This design comes from an exercise in tuning for small area and a short achievable clock period on the open sky130 flow, not from production work. Function was not checked in any run shown here: the RTL went through the layout flow alone.

==> flow/design.v (outline; a module is shown in full before it is edited, if it fits) <==
// module PE: 1557 lines
module PE#(
    parameter d_width = 32,
    parameter a_width = 8,
    parameter iact_size =  5,
    parameter kernel_size = 3
)
(
    input start,
    input clk, rst_n,
    input [d_width -1 : 0] weight,
    input [d_width -1 : 0] iact,
    output reg load_weight,
    output reg load_iact,
    output reg done,
    output reg [d_width -1 : 0] pe_out
);
  // ...
==> flow/flow/run.sh <==
#!/bin/bash
# Layout flow: the standard layout (standard.sh) with these changes:
#  - the port buffers are buf_2 cells instead of the cell buffer_ports picks;
#  - timing repair aims at 6.8 ns of setup slack at the 10 ns clock, and
#    may only resize cells and swap pins (no buffers, no cloning).
set -euo pipefail
cat >> config.mk <<'EOC'
export BUFFER_PORTS_ARGS = -buffer_cell sky130_fd_sc_hd__buf_2
export SETUP_SLACK_MARGIN = 6.8
export SETUP_MOVE_SEQUENCE = sizeup,swap
EOC
bash standard.sh > standard.log 2>&1
==> flow/standard.sh <==
#!/bin/bash
# synth_recipe.tcl (not shown) runs the flow's synth.tcl, then flattens the netlist and writes it again
# the make line also repeats each setting of config.mk as NAME=value (left out here)
make -C /OpenROAD-flow-scripts/flow DESIGN_CONFIG=/design/flow/config.mk WORK_HOME=/design/flow/orfs CLKGATE_MAP_FILE= SYNTH_SCRIPT=/design/flow/synth_recipe.tcl "${@:-finish}"
==> flow/config.mk <==
export PLATFORM = sky130hd
export DESIGN_NAME = PE
export DESIGN_NICKNAME = PE
export VERILOG_FILES = /design/flow/design.v
export SDC_FILE = /design/flow/constraint.sdc
export NUM_CORES = 4
export LEC_CHECK = 0
export CAP_MARGIN = 20
export CORE_MARGIN = 2
export CORE_UTILIZATION = 60
export CTS_BUF_LIST = sky130_fd_sc_hd__clkbuf_16
export CTS_CLUSTER_DIAMETER = 60
export CTS_CLUSTER_SIZE = 30
export SLEW_MARGIN = 20
export BUFFER_PORTS_ARGS = -buffer_cell sky130_fd_sc_hd__buf_2
export SETUP_SLACK_MARGIN = 6.8
export SETUP_MOVE_SEQUENCE = sizeup,swap
==> flow/constraint.sdc <==
create_clock -name core_clock -period 10.0 [get_ports {clk}]
set_input_delay 2.0000 -clock core_clock [delete_from_list [all_inputs] [get_ports {clk}]]
set_output_delay 2.0000 -clock core_clock [all_outputs]
set_load 0.01 [all_outputs]
==> impl.org, run 1 <==
** Critical path
- The signal on the critical path passes through xnor2_4 > or4_4 > o31a_1 > nor4_4 > o21ai_2 > a31o_4 > o221ai_1 > o221ai_4 > nor4_4 > nor3b_2.
- In this run the worst path has a maximum fanout of 8.
- STA classifies the critical path startpoint as a flop.
- Broken down by cell family, the worst path's largest delay share belongs to simple AND/OR/NAND/NOR gates.
- By startpoint and endpoint, the worst setup path is classified as reg -> reg.

** Layout
- Antenna Cells :: 0
- Layout sequential cell count :: between 400 and 500
- Count of non-CTS inverters in the layout :: 56
- Registers take about 9300 um^2.
- Most common cell after layout, fill and taps aside :: xnor2_1

** CTS
- After clock tree synthesis, the clock-pin slew on the worst setup and hold paths is approximately 0.09 ns.

** STA
- Minimum clock period after layout :: 3.30 ns
- Across the routed clock network, the largest skew measured is ~0.043 ns.
- TNS Setup :: 0 ns

** Synth
- Counting flops with an async set or reset pin after synthesis yields a share of 10.3%.
- Cell area after synthesis :: 27,600 um^2
- Gate count of the mapped netlist :: between 2,000 and 3,000
- The synthesized design spends more area on one cell type than any other, namely dfxtp_1.
- Each instance of the synthesized netlist takes up on average ~9.3 um^2.
- Summing the areas of all compound-gate instances in the mapped netlist gives about an eighth of the synthesized area.

** Drt
- For this run, the detailed router's first-pass iteration total came to 7.
- Top sig layer :: met4

** Place
- Prior to clock tree synthesis, the placed netlist has a worst setup slack of ~6.3 ns.
- Buffers placed on the I/O ports in this run total between 100 and 150.

** Floorplanning
- The die covers approximately 48,000 um^2.

** Outcome
- Result of the run :: timing/DRC/antenna clean

** GRT
- All-Layer GR Usage :: about 30%
==> run 2, diff against run 1 <==
--- a/flow/design.v
+++ b/flow/design.v
@@ -1319,16 +1319,341 @@
     wire u884 = acc1_s[30] ^ acc1_c[30];
     wire u885 = u882 ^ u884;
     wire c886 = u885 ? c877 : acc1_c[30];
     wire s887 = u885 ^ c877;
     wire x888 = acc0_s[31] ^ acc0_c[31];
     wire x889 = acc1_s[31] ^ acc1_c[31];
     wire x890 = x888 ^ x889;
     wire x891 = x890 ^ c883;
+    wire p892 = acc0_s[0] ^ acc0_c[0];
+    wire g893 = acc0_s[0] & acc0_c[0];
+    wire p894 = acc0_s[1] ^ acc0_c[1];
+    wire g895 = acc0_s[1] & acc0_c[1];
+    wire p896 = acc0_s[2] ^ acc0_c[2];
+    wire g897 = acc0_s[2] & acc0_c[2];
+    wire p898 = acc0_s[3] ^ acc0_c[3];
+    wire g899 = acc0_s[3] & acc0_c[3];
+    wire p900 = acc0_s[4] ^ acc0_c[4];
+    wire g901 = acc0_s[4] & acc0_c[4];
+    wire p902 = acc0_s[5] ^ acc0_c[5];
+    wire g903 = acc0_s[5] & acc0_c[5];
+    wire p904 = acc0_s[6] ^ acc0_c[6];
+    wire g905 = acc0_s[6] & acc0_c[6];
+    wire p906 = acc0_s[7] ^ acc0_c[7];
+    wire g907 = acc0_s[7] & acc0_c[7];
+    wire p908 = acc0_s[8] ^ acc0_c[8];
+    wire g909 = acc0_s[8] & acc0_c[8];
+    wire p910 = acc0_s[9] ^ acc0_c[9];
+    wire g911 = acc0_s[9] & acc0_c[9];
+    wire p912 = acc0_s[10] ^ acc0_c[10];
+    wire g913 = acc0_s[10] & acc0_c[10];
+    wire p914 = acc0_s[11] ^ acc0_c[11];
+    wire g915 = acc0_s[11] & acc0_c[11];
+    wire p916 = acc0_s[12] ^ acc0_c[12];
+    wire g917 = acc0_s[12] & acc0_c[12];
+    wire p918 = acc0_s[13] ^ acc0_c[13];
+    wire g919 = acc0_s[13] & acc0_c[13];
+    wire p920 = acc0_s[14] ^ acc0_c[14];
+    wire g921 = acc0_s[14] & acc0_c[14];
+    wire p922 = acc0_s[15] ^ acc0_c[15];
+    wire g923 = acc0_s[15] & acc0_c[15];
+    wire G924 = g895 | (p894 & g893);
+    wire G925 = g899 | (p898 & g897);
+    wire P926 = p898 & p896;
+    wire G927 = g903 | (p902 & g901);
+    wire P928 = p902 & p900;
+    wire G929 = g907 | (p906 & g905);
+    wire P930 = p906 & p904;
+    wire G931 = g911 | (p910 & g909);
+    wire P932 = p910 & p908;
+    wire G933 = g915 | (p914 & g913);
+    wire P934 = p914 & p912;
+    wire G935 = g919 | (p918 & g917);
+    wire P936 = p918 & p916;
+    wire G937 = g923 | (p922 & g921);
+    wire P938 = p922 & p920;
+    wire G939 = g897 | (p896 & G924);
+    wire G940 = G925 | (P926 & G924);
+    wire G941 = g905 | (p904 & G927);
+    wire P942 = p904 & P928;
+    wire G943 = G929 | (P930 & G927);
+    wire P944 = P930 & P928;
+    wire G945 = g913 | (p912 & G931);
+    wire P946 = p912 & P932;
+    wire G947 = G933 | (P934 & G931);
+    wire P948 = P934 & P932;
+    wire G949 = g921 | (p920 & G935);
+    wire P950 = p920 & P936;
+    wire G951 = G937 | (P938 & G935);
+    wire P952 = P938 & P936;
+    wire G953 = g901 | (p900 & G940);
+    wire G954 = G927 | (P928 & G940);
+    wire G955 = G941 | (P942 & G940);
+    wire G956 = G943 | (P944 & G940);
+    wire G957 = g917 | (p916 & G947);
+    wire P958 = p916 & P948;
+    wire G959 = G935 | (P936 & G947);
+    wire P960 = P936 & P948;
+    wire G961 = G949 | (P950 & G947);
+    wire P962 = P950 & P948;
+    wire G963 = G951 | (P952 & G947);
+    wire P964 = P952 & P948;
+    wire G965 = g909 | (p908 & G956);
+    wire G966 = G931 | (P932 & G956);
+    wire G967 = G945 | (P946 & G956);
+    wire G968 = G947 | (P948 & G956);
+    wire G969 = G957 | (P958 & G956);
+    wire G970 = G959 | (P960 & G956);
+    wire G971 = G961 | (P962 & G956);
+    wire G972 = G963 | (P964 & G956);
+    wire S973 = p892;
+    wire S974 = p894 ^ g893;
+    wire S975 = p896 ^ G924;
+    wire S976 = p898 ^ G939;
+    wire S977 = p900 ^ G940;
+    wire S978 = p902 ^ G953;
+    wire S979 = p904 ^ G954;
+    wire S980 = p906 ^ G955;
+    wire S981 = p908 ^ G956;
+    wire S982 = p910 ^ G965;
+    wire S983 = p912 ^ G966;
+    wire S984 = p914 ^ G967;
+    wire S985 = p916 ^ G968;
+    wire S986 = p918 ^ G969;
+    wire S987 = p920 ^ G970;
+    wire S988 = p922 ^ G971;
+    wire p989 = acc1_c[16] ^ s803;
+    wire g990 = acc1_c[16] & s803;
+    wire p991 = s809 ^ 1'b0;
+    wire g992 = s809 & 1'b0;
+    wire p993 = s815 ^ c808;
+    wire g994 = s815 & c808;
+    wire p995 = s821 ^ c814;
+    wire g996 = s821 & c814;
+    wire p997 = s827 ^ c820;
+    wire g998 = s827 & c820;
+    wire p999 = s833 ^ c826;
+    wire g1000 = s833 & c826;
+    wire p1001 = s839 ^ c832;
+    wire g1002 = s839 & c832;
+    wire p1003 = s845 ^ c838;
+    wire g1004 = s845 & c838;
+    wire p1005 = s851 ^ c844;
+    wire g1006 = s851 & c844;
+    wire p1007 = s857 ^ c850;
+    wire g1008 = s857 & c850;
+    wire p1009 = s863 ^ c856;
+    wire g1010 = s863 & c856;
+    wire p1011 = s869 ^ c862;
+    wire g1012 = s869 & c862;
+    wire p1013 = s875 ^ c868;
+    wire g1014 = s875 & c868;
+    wire p1015 = s881 ^ c874;
+    wire g1016 = s881 & c874;
+    wire p1017 = s887 ^ c880;
+    wire g1018 = s887 & c880;
+    wire p1019 = x891 ^ c886;
+    wire g1020 = x891 & c886;
+    wire G1021 = g992 | (p991 & g990);
+    wire G1022 = g996 | (p995 & g994);
+    wire P1023 = p995 & p993;
+    wire G1024 = g1000 | (p999 & g998);
+    wire P1025 = p999 & p997;
+    wire G1026 = g1004 | (p1003 & g1002);
+    wire P1027 = p1003 & p1001;
+    wire G1028 = g1008 | (p1007 & g1006);
+    wire P1029 = p1007 & p1005;
+    wire G1030 = g1012 | (p1011 & g1010);
+    wire P1031 = p1011 & p1009;
+    wire G1032 = g1016 | (p1015 & g1014);
+    wire P1033 = p1015 & p1013;
+    wire G1034 = g1020 | (p1019 & g1018);
+    wire P1035 = p1019 & p1017;
+    wire G1036 = g994 | (p993 & G1021);
+    wire G1037 = G1022 | (P1023 & G1021);
+    wire G1038 = g1002 | (p1001 & G1024);
+    wire P1039 = p1001 & P1025;
+    wire G1040 = G1026 | (P1027 & G1024);
+    wire P1041 = P1027 & P1025;
+    wire G1042 = g1010 | (p1009 & G1028);
+    wire P1043 = p1009 & P1029;
+    wire G1044 = G1030 | (P1031 & G1028);
+    wire P1045 = P1031 & P1029;
+    wire G1046 = g1018 | (p1017 & G1032);
+    wire P1047 = p1017 & P1033;
+    wire G1048 = G1034 | (P1035 & G1032);
+    wire P1049 = P1035 & P1033;
+    wire G1050 = g998 | (p997 & G1037);
+    wire G1051 = G1024 | (P1025 & G1037);
+    wire G1052 = G1038 | (P1039 & G1037);
+    wire G1053 = G1040 | (P1041 & G1037);
+    wire G1054 = g1014 | (p1013 & G1044);
+    wire P1055 = p1013 & P1045;
+    wire G1056 = G1032 | (P1033 & G1044);
+    wire P1057 = P1033 & P1045;
+    wire G1058 = G1046 | (P1047 & G1044);
+    wire P1059 = P1047 & P1045;
+    wire G1060 = G1048 | (P1049 & G1044);
+    wire P1061 = P1049 & P1045;
+    wire G1062 = g1006 | (p1005 & G1053);
+    wire G1063 = G1028 | (P1029 & G1053);
+    wire G1064 = G1042 | (P1043 & G1053);
+    wire G1065 = G1044 | (P1045 & G1053);
+    wire G1066 = G1054 | (P1055 & G1053);
+    wire G1067 = G1056 | (P1057 & G1053);
+    wire G1068 = G1058 | (P1059 & G1053);
+    wire G1069 = G1060 | (P1061 & G1053);
+    wire S1070 = p989;
+    wire S1071 = p991 ^ g990;
+    wire S1072 = p993 ^ G1021;
+    wire S1073 = p995 ^ G1036;
+    wire S1074 = p997 ^ G1037;
+    wire S1075 = p999 ^ G1050;
+    wire S1076 = p1001 ^ G1051;
+    wire S1077 = p1003 ^ G1052;
+    wire S1078 = p1005 ^ G1053;
+    wire S1079 = p1007 ^ G1062;
+    wire S1080 = p1009 ^ G1063;
+    wire S1081 = p1011 ^ G1064;
+    wire S1082 = p1013 ^ G1065;
+    wire S1083 = p1015 ^ G1066;
+    wire S1084 = p1017 ^ G1067;
+    wire S1085 = p1019 ^ G1068;
+    wire p1086 = acc1_c[16] ^ s803;
+    wire g1087 = acc1_c[16] & s803;
+    wire p1088 = s809 ^ 1'b0;
+    wire g1089 = s809 & 1'b0;
+    wire p1090 = s815 ^ c808;
+    wire g1091 = s815 & c808;
+    wire p1092 = s821 ^ c814;
+    wire g1093 = s821 & c814;
+    wire p1094 = s827 ^ c820;
+    wire g1095 = s827 & c820;
+    wire p1096 = s833 ^ c826;
+    wire g1097 = s833 & c826;
+    wire p1098 = s839 ^ c832;
+    wire g1099 = s839 & c832;
+    wire p1100 = s845 ^ c838;
+    wire g1101 = s845 & c838;
+    wire p1102 = s851 ^ c844;
+    wire g1103 = s851 & c844;
+    wire p1104 = s857 ^ c850;
+    wire g1105 = s857 & c850;
+    wire p1106 = s863 ^ c856;
+    wire g1107 = s863 & c856;
+    wire p1108 = s869 ^ c862;
+    wire g1109 = s869 & c862;
+    wire p1110 = s875 ^ c868;
+    wire g1111 = s875 & c868;
+    wire p1112 = s881 ^ c874;
+    wire g1113 = s881 & c874;
+    wire p1114 = s887 ^ c880;
+    wire g1115 = s887 & c880;
+    wire p1116 = x891 ^ c886;
+    wire g1117 = x891 & c886;
+    wire g1118 = g1087 | (p1086 & 1'b1);
+    wire G1119 = g1089 | (p1088 & g1118);
+    wire G1120 = g1093 | (p1092 & g1091);
+    wire P1121 = p1092 & p1090;
+    wire G1122 = g1097 | (p1096 & g1095);
+    wire P1123 = p1096 & p1094;
+    wire G1124 = g1101 | (p1100 & g1099);
+    wire P1125 = p1100 & p1098;
+    wire G1126 = g1105 | (p1104 & g1103);
+    wire P1127 = p1104 & p1102;
+    wire G1128 = g1109 | (p1108 & g1107);
+    wire P1129 = p1108 & p1106;
+    wire G1130 = g1113 | (p1112 & g1111);
+    wire P1131 = p1112 & p1110;
+    wire G1132 = g1117 | (p1116 & g1115);
+    wire P1133 = p1116 & p1114;
+    wire G1134 = g1091 | (p1090 & G1119);
+    wire G1135 = G1120 | (P1121 & G1119);
+    wire G1136 = g1099 | (p1098 & G1122);
+    wire P1137 = p1098 & P1123;
+    wire G1138 = G1124 | (P1125 & G1122);
+    wire P1139 = P1125 & P1123;
+    wire G1140 = g1107 | (p1106 & G1126);
+    wire P1141 = p1106 & P1127;
+    wire G1142 = G1128 | (P1129 & G1126);
+    wire P1143 = P1129 & P1127;
+    wire G1144 = g1115 | (p1114 & G1130);
+    wire P1145 = p1114 & P1131;
+    wire G1146 = G1132 | (P1133 & G1130);
+    wire P1147 = P1133 & P1131;
+    wire G1148 = g1095 | (p1094 & G1135);
+    wire G1149 = G1122 | (P1123 & G1135);
+    wire G1150 = G1136 | (P1137 & G1135);
+    wire G1151 = G1138 | (P1139 & G1135);
+    wire G1152 = g1111 | (p1110 & G1142);
+    wire P1153 = p1110 & P1143;
+    wire G1154 = G1130 | (P1131 & G1142);
+    wire P1155 = P1131 & P1143;
+    wire G1156 = G1144 | (P1145 & G1142);
+    wire P1157 = P1145 & P1143;
+    wire G1158 = G1146 | (P1147 & G1142);
+    wire P1159 = P1147 & P1143;
+    wire G1160 = g1103 | (p1102 & G1151);
+    wire G1161 = G1126 | (P1127 & G1151);
+    wire G1162 = G1140 | (P1141 & G1151);
+    wire G1163 = G1142 | (P1143 & G1151);
+    wire G1164 = G1152 | (P1153 & G1151);
+    wire G1165 = G1154 | (P1155 & G1151);
+    wire G1166 = G1156 | (P1157 & G1151);
+    wire G1167 = G1158 | (P1159 & G1151);
+    wire S1168 = p1086 ^ 1'b1;
+    wire S1169 = p1088 ^ g1118;
+    wire S1170 = p1090 ^ G1119;
+    wire S1171 = p1092 ^ G1134;
+    wire S1172 = p1094 ^ G1135;
+    wire S1173 = p1096 ^ G1148;
+    wire S1174 = p1098 ^ G1149;
+    wire S1175 = p1100 ^ G1150;
+    wire S1176 = p1102 ^ G1151;
+    wire S1177 = p1104 ^ G1160;
+    wire S1178 = p1106 ^ G1161;
+    wire S1179 = p1108 ^ G1162;
+    wire S1180 = p1110 ^ G1163;
+    wire S1181 = p1112 ^ G1164;
+    wire S1182 = p1114 ^ G1165;
+    wire S1183 = p1116 ^ G1166;
+    wire [31:0] sum;
+    assign sum[0] = S973;
+    assign sum[1] = S974;
+    assign sum[2] = S975;
+    assign sum[3] = S976;
+    assign sum[4] = S977;
+    assign sum[5] = S978;
+    assign sum[6] = S979;
+    assign sum[7] = S980;
+    assign sum[8] = S981;
+    assign sum[9] = S982;
+    assign sum[10] = S983;
+    assign sum[11] = S984;
+    assign sum[12] = S985;
+    assign sum[13] = S986;
+    assign sum[14] = S987;
+    assign sum[15] = S988;
+    assign sum[16] = G972 ? S1168 : S1070;
+    assign sum[17] = G972 ? S1169 : S1071;
+    assign sum[18] = G972 ? S1170 : S1072;
+    assign sum[19] = G972 ? S1171 : S1073;
+    assign sum[20] = G972 ? S1172 : S1074;
+    assign sum[21] = G972 ? S1173 : S1075;
+    assign sum[22] = G972 ? S1174 : S1076;
+    assign sum[23] = G972 ? S1175 : S1077;
+    assign sum[24] = G972 ? S1176 : S1078;
+    assign sum[25] = G972 ? S1177 : S1079;
+    assign sum[26] = G972 ? S1178 : S1080;
+    assign sum[27] = G972 ? S1179 : S1081;
+    assign sum[28] = G972 ? S1180 : S1082;
+    assign sum[29] = G972 ? S1181 : S1083;
+    assign sum[30] = G972 ? S1182 : S1084;
+    assign sum[31] = G972 ? S1183 : S1085;
     wire [31:0] m_s, m_c;
     assign m_s[0] = acc0_s[0];
     assign m_c[0] = acc0_c[0];
     assign m_s[1] = acc0_s[1];
     assign m_c[1] = acc0_c[1];
     assign m_s[2] = acc0_s[2];
     assign m_c[2] = acc0_c[2];
     assign m_s[3] = acc0_s[3];
@@ -1384,170 +1709,16 @@
     assign m_s[28] = s875;
     assign m_c[28] = c868;
     assign m_s[29] = s881;
     assign m_c[29] = c874;
     assign m_s[30] = s887;
     assign m_c[30] = c880;
     assign m_s[31] = x891;
     assign m_c[31] = c886;
-    wire [31:0] sum_p = m_s ^ m_c;
-    wire V892 = sum_p[1] ? (m_s[0] & m_c[0]) : m_s[1];
-    wire V894 = sum_p[3] ? m_s[2] : m_s[3];
-    wire P895 = sum_p[3] & sum_p[2];
-    wire V896 = sum_p[5] ? m_s[4] : m_s[5];
-    wire P897 = sum_p[5] & sum_p[4];
-    wire V898 = sum_p[7] ? m_s[6] : m_s[7];
-    wire P899 = sum_p[7] & sum_p[6];
-    wire V900 = sum_p[9] ? m_s[8] : m_s[9];
-    wire P901 = sum_p[9] & sum_p[8];
-    wire V902 = sum_p[11] ? m_s[10] : m_s[11];
-    wire P903 = sum_p[11] & sum_p[10];
-    wire V904 = sum_p[13] ? m_s[12] : m_s[13];
-    wire P905 = sum_p[13] & sum_p[12];
-    wire V906 = sum_p[15] ? m_s[14] : m_s[15];
-    wire P907 = sum_p[15] & sum_p[14];
-    wire V908 = sum_p[17] ? m_s[16] : m_s[17];
-    wire P909 = sum_p[17] & sum_p[16];
-    wire V910 = sum_p[19] ? m_s[18] : m_s[19];
-    wire P911 = sum_p[19] & sum_p[18];
-    wire V912 = sum_p[21] ? m_s[20] : m_s[21];
-    wire P913 = sum_p[21] & sum_p[20];
-    wire V914 = sum_p[23] ? m_s[22] : m_s[23];
-    wire P915 = sum_p[23] & sum_p[22];
-    wire V916 = sum_p[25] ? m_s[24] : m_s[25];
-    wire P917 = sum_p[25] & sum_p[24];
-    wire V918 = sum_p[27] ? m_s[26] : m_s[27];
-    wire P919 = sum_p[27] & sum_p[26];
-    wire V920 = sum_p[29] ? m_s[28] : m_s[29];
-    wire P921 = sum_p[29] & sum_p[28];
-    wire V922 = sum_p[2] ? V892 : m_s[2];
-    wire V924 = P895 ? V892 : V894;
-    wire V926 = sum_p[6] ? V896 : m_s[6];
-    wire P927 = sum_p[6] & P897;
-    wire V928 = P899 ? V896 : V898;
-    wire P929 = P899 & P897;
-    wire V930 = sum_p[10] ? V900 : m_s[10];
-    wire P931 = sum_p[10] & P901;
-    wire V932 = P903 ? V900 : V902;
-    wire P933 = P903 & P901;
-    wire V934 = sum_p[14] ? V904 : m_s[14];
-    wire P935 = sum_p[14] & P905;
-    wire V936 = P907 ? V904 : V906;
-    wire P937 = P907 & P905;
-    wire V938 = sum_p[18] ? V908 : m_s[18];
-    wire P939 = sum_p[18] & P909;
-    wire V940 = P911 ? V908 : V910;
-    wire P941 = P911 & P909;
-    wire V942 = sum_p[22] ? V912 : m_s[22];
-    wire P943 = sum_p[22] & P913;
-    wire V944 = P915 ? V912 : V914;
-    wire P945 = P915 & P913;
-    wire V946 = sum_p[26] ? V916 : m_s[26];
-    wire P947 = sum_p[26] & P917;
-    wire V948 = P919 ? V916 : V918;
-    wire P949 = P919 & P917;
-    wire V950 = sum_p[30] ? V920 : m_s[30];
-    wire P951 = sum_p[30] & P921;
-    wire V952 = sum_p[4] ? V924 : m_s[4];
-    wire V954 = P897 ? V924 : V896;
-    wire V956 = P927 ? V924 : V926;
-    wire V958 = P929 ? V924 : V928;
-    wire V960 = sum_p[12] ? V932 : m_s[12];
-    wire P961 = sum_p[12] & P933;
-    wire V962 = P905 ? V932 : V904;
-    wire P963 = P905 & P933;
-    wire V964 = P935 ? V932 : V934;
-    wire P965 = P935 & P933;
-    wire V966 = P937 ? V932 : V936;
-    wire P967 = P937 & P933;
-    wire V968 = sum_p[20] ? V940 : m_s[20];
-    wire P969 = sum_p[20] & P941;
-    wire V970 = P913 ? V940 : V912;
-    wire P971 = P913 & P941;
-    wire V972 = P943 ? V940 : V942;
-    wire P973 = P943 & P941;
-    wire V974 = P945 ? V940 : V944;
-    wire P975 = P945 & P941;
-    wire V976 = sum_p[28] ? V948 : m_s[28];
-    wire P977 = sum_p[28] & P949;
-    wire V978 = P921 ? V948 : V920;
-    wire P979 = P921 & P949;
-    wire V980 = P951 ? V948 : V950;
-    wire P981 = P951 & P949;
-    wire V982 = sum_p[8] ? V958 : m_s[8];
-    wire V984 = P901 ? V958 : V900;
-    wire V986 = P931 ? V958 : V930;
-    wire V988 = P933 ? V958 : V932;
-    wire V990 = P961 ? V958 : V960;
-    wire V992 = P963 ? V958 : V962;
-    wire V994 = P965 ? V958 : V964;
-    wire V996 = P967 ? V958 : V966;
-    wire V998 = sum_p[24] ? V974 : m_s[24];
-    wire P999 = sum_p[24] & P975;
-    wire V1000 = P917 ? V974 : V916;
-    wire P1001 = P917 & P975;
-    wire V1002 = P947 ? V974 : V946;
-    wire P1003 = P947 & P975;
-    wire V1004 = P949 ? V974 : V948;
-    wire P1005 = P949 & P975;
-    wire V1006 = P977 ? V974 : V976;
-    wire P1007 = P977 & P975;
-    wire V1008 = P979 ? V974 : V978;
-    wire P1009 = P979 & P975;
-    wire V1010 = P981 ? V974 : V980;
-    wire P1011 = P981 & P975;
-    wire V1012 = sum_p[16] ? V996 : m_s[16];
-    wire V1014 = P909 ? V996 : V908;
-    wire V1016 = P939 ? V996 : V938;
-    wire V1018 = P941 ? V996 : V940;
-    wire V1020 = P969 ? V996 : V968;
-    wire V1022 = P971 ? V996 : V970;
-    wire V1024 = P973 ? V996 : V972;
-    wire V1026 = P975 ? V996 : V974;
-    wire V1028 = P999 ? V996 : V998;
-    wire V1030 = P1001 ? V996 : V1000;
-    wire V1032 = P1003 ? V996 : V1002;
-    wire V1034 = P1005 ? V996 : V1004;
-    wire V1036 = P1007 ? V996 : V1006;
-    wire V1038 = P1009 ? V996 : V1008;
-    wire V1040 = P1011 ? V996 : V1010;
-    wire [31:0] sum;
-    assign sum[0] = sum_p[0];
-    assign sum[1] = sum_p[1] ^ (m_s[0] & m_c[0]);
-    assign sum[2] = sum_p[2] ^ V892;
-    assign sum[3] = sum_p[3] ^ V922;
-    assign sum[4] = sum_p[4] ^ V924;
-    assign sum[5] = sum_p[5] ^ V952;
-    assign sum[6] = sum_p[6] ^ V954;
-    assign sum[7] = sum_p[7] ^ V956;
-    assign sum[8] = sum_p[8] ^ V958;
-    assign sum[9] = sum_p[9] ^ V982;
-    assign sum[10] = sum_p[10] ^ V984;
-    assign sum[11] = sum_p[11] ^ V986;
-    assign sum[12] = sum_p[12] ^ V988;
-    assign sum[13] = sum_p[13] ^ V990;
-    assign sum[14] = sum_p[14] ^ V992;
-    assign sum[15] = sum_p[15] ^ V994;
-    assign sum[16] = sum_p[16] ^ V996;
-    assign sum[17] = sum_p[17] ^ V1012;
-    assign sum[18] = sum_p[18] ^ V1014;
-    assign sum[19] = sum_p[19] ^ V1016;
-    assign sum[20] = sum_p[20] ^ V1018;
-    assign sum[21] = sum_p[21] ^ V1020;
-    assign sum[22] = sum_p[22] ^ V1022;
-    assign sum[23] = sum_p[23] ^ V1024;
-    assign sum[24] = sum_p[24] ^ V1026;
-    assign sum[25] = sum_p[25] ^ V1028;
-    assign sum[26] = sum_p[26] ^ V1030;
-    assign sum[27] = sum_p[27] ^ V1032;
-    assign sum[28] = sum_p[28] ^ V1034;
-    assign sum[29] = sum_p[29] ^ V1036;
-    assign sum[30] = sum_p[30] ^ V1038;
-    assign sum[31] = sum_p[31] ^ V1040;
     always @(posedge clk or negedge rst_n)
         if (!rst_n) begin
             load_iact <= 1'b0; load_weight <= 1'b0; done <= 1'b0; pe_out <= 32'd0;
         end else if (cnt == 5'd0) begin
             load_iact <= 1'b0; load_weight <= 1'b0; done <= 1'b0; pe_out <= 32'd0;
         end else begin
             if (cnt == 5'd6) load_iact <= 1'b1;
             if (cnt == 5'd10) load_weight <= 1'b1;
==> run 2 against run 1 <==
Synthesized area shrank 2.5%. Via count shrank 7.0%. Critical path depth is 14 higher. Global-route usage down 0.68 points. Maximum frequency down 29%. Register-to-register slack worse by 1.3 ns. Routed wire length is 4.7% lower.
==> impl.org, run 2 <==
** Outcome
- Result of the run: timing/DRC/antenna clean (unchanged).

** Synth
- Main area contributors after synthesis: dfxtp_1 30%, xnor2_1 20%, a22oi_1 7.0% (was dfxtp_1 29%, xnor2_1 21%, maj3_1 7.2%).
- The sequential fraction of the synthesis area is 34.0% (was 33.1%).
- Fraction of synthesized cell area taken by the top area cell type :: 29.7% (was 29.0%)
- Nets in the synthesized netlist :: 2,897 (was 3,052)
- Top cells by count, synth :: 628 x xnor2_1, 400 x dfxtp_1, 251 x a22oi_1 (was 667 x xnor2_1, 400 x dfxtp_1, 258 x a22oi_1)
- Top flip-flop cell by instance count after synthesis :: dfxtp_1 (unchanged)
- The library cell with the highest instance count after synthesis is xnor2_1 (unchanged).
- The average instance area after synthesis is 9.72 um^2 (was 9.34 um^2).
- The number of synthesized flops with an enable pin came to 0 (unchanged).
- The post-synthesis instance total is 2,773 (was 2,960).
- The proportion of synthesized flip-flops having asynchronous set or reset was 10.3% (unchanged).
- Warnings, synthesis :: 1 (unchanged)
- The area of the mapped netlist was 27,000 um^2 (was 27,600 um^2).
- Synth Register Bits :: 446 (unchanged)
- The count of unique library cells instantiated by Yosys was 60 (was 68).
- Cell accounting for the most synthesized area :: dfxtp_1 (unchanged)

** Drt
- The ratio of routed vias to standard cells was 5.83 (was 5.98).
- DRC violation count after routing :: 0 (unchanged)
- The number of nets with antenna violations after routing came to 0 (unchanged).
- The count of vias placed by the detailed router is 19,800 (was 21,200).
- Routed wire per std cell :: 20.1 um (about the same)
- The detailed-routing iteration count for the pre-antenna-repair pass is 8 (was 7).
- Wirelength, routed :: 68,100 um (was 71,400 um)
- The DRC marker count from the first detailed-route iteration was 1,405 (was 1,647).

** STA
- The final critical path time including I/O delays and setup was 4.63 ns (was 3.30 ns).
- The maximum frequency from static timing analysis came to 0.216 GHz (was 0.303 GHz).
- TNS Setup :: 0 ns (unchanged)
- The final setup violation count is 0 (unchanged).
- Relative slew slack :: 27.4% (was 36.1%)
- The hold violation total from the final report came to 0 (unchanged).
- The worst-margin pin slew was 1.08 ns (was 0.958 ns).
- Unrepaired setup endpoints after global routing: true (unchanged).
- The max-slew violation count came to 0 (unchanged).
- Worst clock skew on the final layout :: 0.0383 ns (was 0.0430 ns)
- Period Utilization, post-route :: 46.3% (was 33.0%)

** CTS
- Clock tree from TritonCTS :: yes (unchanged)
- Inserted Clock Buffers :: 36 (was 35)
- The clock latency at the later pin of the worst-skew pair is 0.57 ns (was 0.59 ns).
- The maximum clock insertion buffer count is 3 (unchanged).
- CTS clk-pin slew, worst paths :: 0.10 ns (was 0.09 ns)
- Count of H-tree levels built during CTS :: 2 (unchanged)
- Clk Tree Root Cell :: clkbuf_16 (unchanged)
- The clock net sink count was 446 (unchanged).

** Place
- Final weighted congestion in routability-driven placement :: 0.858 (was 0.903)
- The total cell area at the placement stage was 27,700 um^2 (was 28,400 um^2).
- Number of buffers added on ports :: 101 (unchanged)
- The half-perimeter wire length of the detailed placement result came to 47,500 um (was 49,700 um).

** Critical path
- Data required time at the worst endpoint :: 10.47 ns (was 10.44 ns)
- CP max-delay cell :: fa_2 (was or4_4)
- The kind of cell with the highest combined delay on the critical path was compound AO/OA/AOI/OAI gates (was simple AND/OR/NAND/NOR gates).
- Cells along the critical path :: ha_4 > inv_2 > fa_2 > nor2b_1 > o21a_1 > o21a_1 > o21ai_2 > a21boi_2 > o211ai_1 > a211oi_2 > o31a_1 > o21ai_1 > o31a_1 > ha_2 > a21o_1 > a21o_1 > a21o_1 > a21o_1 > a21oi_4 > nand2b_4 > nand2b_4 > fa_2 > xnor2_2 > a211oi_2 (was xnor2_4 > or4_4 > o31a_1 > nor4_4 > o21ai_2 > a31o_4 > o221ai_1 > o221ai_4 > nor4_4 > nor3b_2)
- The startpoint kind of the worst setup timing path was a flop (unchanged).
- The data arrival time of the worst path is 5.10 ns (was 3.74 ns).
- The sum of buffers and inverters on the critical path came to 1 (was 0).
- CP dominant cell by count :: a21o_1 (was nor4_4)
- The peak per-stage delay on the critical path came to 0.37 ns (was 0.55 ns).
- The critical-path maximum fanout is 4 (was 8).
- The endpoint kind of the worst setup timing path is a flop (unchanged).
- The classification of the worst setup path was reg -> reg (unchanged).

** Hold path
- HP Class :: reg -> reg (unchanged)

** Flow run
- The max capacitance violation total came to 0 (unchanged).

** Layout
- The most frequent standard cell in the layout excluding fill and tap cells is xnor2_1 (unchanged).
- Multi-input logic area :: 16,800 um^2 (was 17,900 um^2)
- Filler cell count :: 3,675 (was 3,705)
- Sequential standard cell area :: 9210 um^2 (was 9280 um^2)
- The final-stage net count was 2,900 (was 3,018).
- Synthesis-to-finish area growth :: 8.47% (was 9.89%)
- The antenna diode count is 0 (unchanged).
- Commonest cells after routing, fill and taps aside: 622 x xnor2_1, 372 x dfxtp_1, 248 x a22oi_1 (was 642 x xnor2_1, 349 x dfxtp_1, 251 x a22oi_1).
- Ratio of cells with drive above 1 in the final layout :: 13.7% (was 14.6%)
- Post-Layout Inst Area :: 29,200 um^2 (was 30,400 um^2)

** Floorplanning
- The starting utilization of the core area came to 60.8% (was 60.9%).
- The full die area came to 46,600 um^2 (was 47,800 um^2).
- Floorplan Core Area :: 44,300 um^2 (was 45,400 um^2)
- Die X-Extent :: 216 um (was 219 um)
- Number of core rows :: 77 (was 78)
- Die outline height :: 216 um (was 219 um)
- The number of placed I/O pins is 102 (unchanged).

** GRT
- The largest net degree at the start of global routing was 82 (was 77).
- Global-route wire length before repair :: 108,000 um (was 113,000 um)
- Total congestion overflow after global routing :: 0 (unchanged)
- Number of global-route vias before repair :: 20,300 (was 20,700)
- The initial antenna violation count came to 1 (was 0).
- The global-route usage over all layers was 29.1% (was 29.7%).
==> run 2: changes by cell type in the layout (fill, tap and decap cells not counted), sizes merged, moves of 8 or more <==
cell,change
a21o,+8
a21oi,-22
ha,+25
inv,+14
maj3,-9
nand4,-8
o21ai,-22
xnor2,-32
xnor3,+9
xor2,-24
==> run 2: routing by layer <==
metal	global-route usage, %	up-vias	share of wire (%)
li1	-	9380	-
met1	37.3	9596	43
met2	50.5	645	48
met3	2.96	143	6.1
met4	11.1	0	3.2
met5	0	-	0
==> run 2: through the flow <==
step | setup WS (ns) | hold slack [ns] | instances | util, %
after floorplan | 5.72 | 0.310 | 2773 | -
after global placement | 5.30 | 0.309 | 3330 | 62.6
after detailed placement | 5.17 | 0.312 | 3330 | 62.6
after CTS | 5.19 | 0.310 | 3392 | 65.7
after global routing | 5.08 | 0.308 | 3392 | 66.0
final | 5.37 | 0.304 | 3392 | 66.0
==> run 2: area by class of cell <==
type | count | area share (%)
clock buffers | 37 | 3.17
clock inverters | 25 | 1.31
inverters | 69 | 0.886
multi-input cells | 2080 | 57.6
flip-flops and latches | 446 | 31.5
well taps | 592 | 2.53
repair buffers | 143 | 3.02
==> run 2: worst paths after layout <==
check                          start  cells after the start    endpoint  slack (ns)
setup / recovery           acc0_c[0]                     24  pe_out[25]        5.37
hold / removal                 w2[7]                      0       w1[7]        0.30
setup reg to reg           acc0_c[0]                     24  pe_out[25]        5.37
hold reg to reg                w2[7]                      0       w1[7]        0.30
max in group asynchronous      rst_n                      1         clr        8.13
min in group asynchronous      rst_n                      1   load_iact        1.45
==> run 2: worst register-to-register path, delay by kind of cell, from the launching register on <==
kind	cells	cell delay [ns]
AO/OA/AOI/OAI	15	2.68
adder cells (fa/ha/maj)	4	1.03
AND/OR/NAND/NOR	3	0.35
flip-flops	1	0.34
XOR/XNOR	1	0.15
buffers and inverters	1	0.03
==> run 2: logic make-up (layout without fill, tap and decap cells) <==
logic type / Yosys count / count (layout) / synth area share [%]
multiplexers: 125 / 125 / 5.01
buffers and inverters: 247 / 274 / 4.12
adder cells (fa/ha/maj): 252 / 252 / 10.2
flip-flops: 446 / 446 / 34.0
AND/OR/NAND/NOR: 444 / 444 / 7.16
XOR/XNOR: 819 / 819 / 28.2
AO/OA/AOI/OAI: 440 / 440 / 11.3
==> run 2: repair_timing <==
item	in CTS	in global routing
setup endpoints to repair	40	35
pin swaps	12	12
hold buffers	0	0
resized for setup	26	35
setup buffers	0	0

-- static timing again, ports no longer ideal --
No port has a modelled driver above. Below, the same layouts with a new extraction and two added sets of constraints.
Step 1 sets driving cells, clkbuf_16 on the clock port and buf_2 on the other inputs (assumed; they add their load-dependent delay and slew).
Step 2 moves the port delays by t, midway between the first and last clock arrival at a register: inputs arrive t later, outputs are due t later. That takes back most of the time a late clock gives input paths.
Three values: ideal, step 1, step 2; two values: the first two.
| run | t, ns | slack for setup (ns) | worst setup path at the end | latest minus earliest clock arrival (ns) |
|---|---|---|---|---|
| run 1 | 0.631 | 6.698 / 6.698 / 6.694 | input to register | 0.044 / 0.044 |
| run 2 | 0.614 | 5.366 / 5.366 / 5.366 | register to register | 0.039 / 0.038 |
After both steps every run listed still meets setup and hold. The setup slack of run 1, which loses most, moves by 0.000 ns with the drivers and by -0.004 ns with both steps.
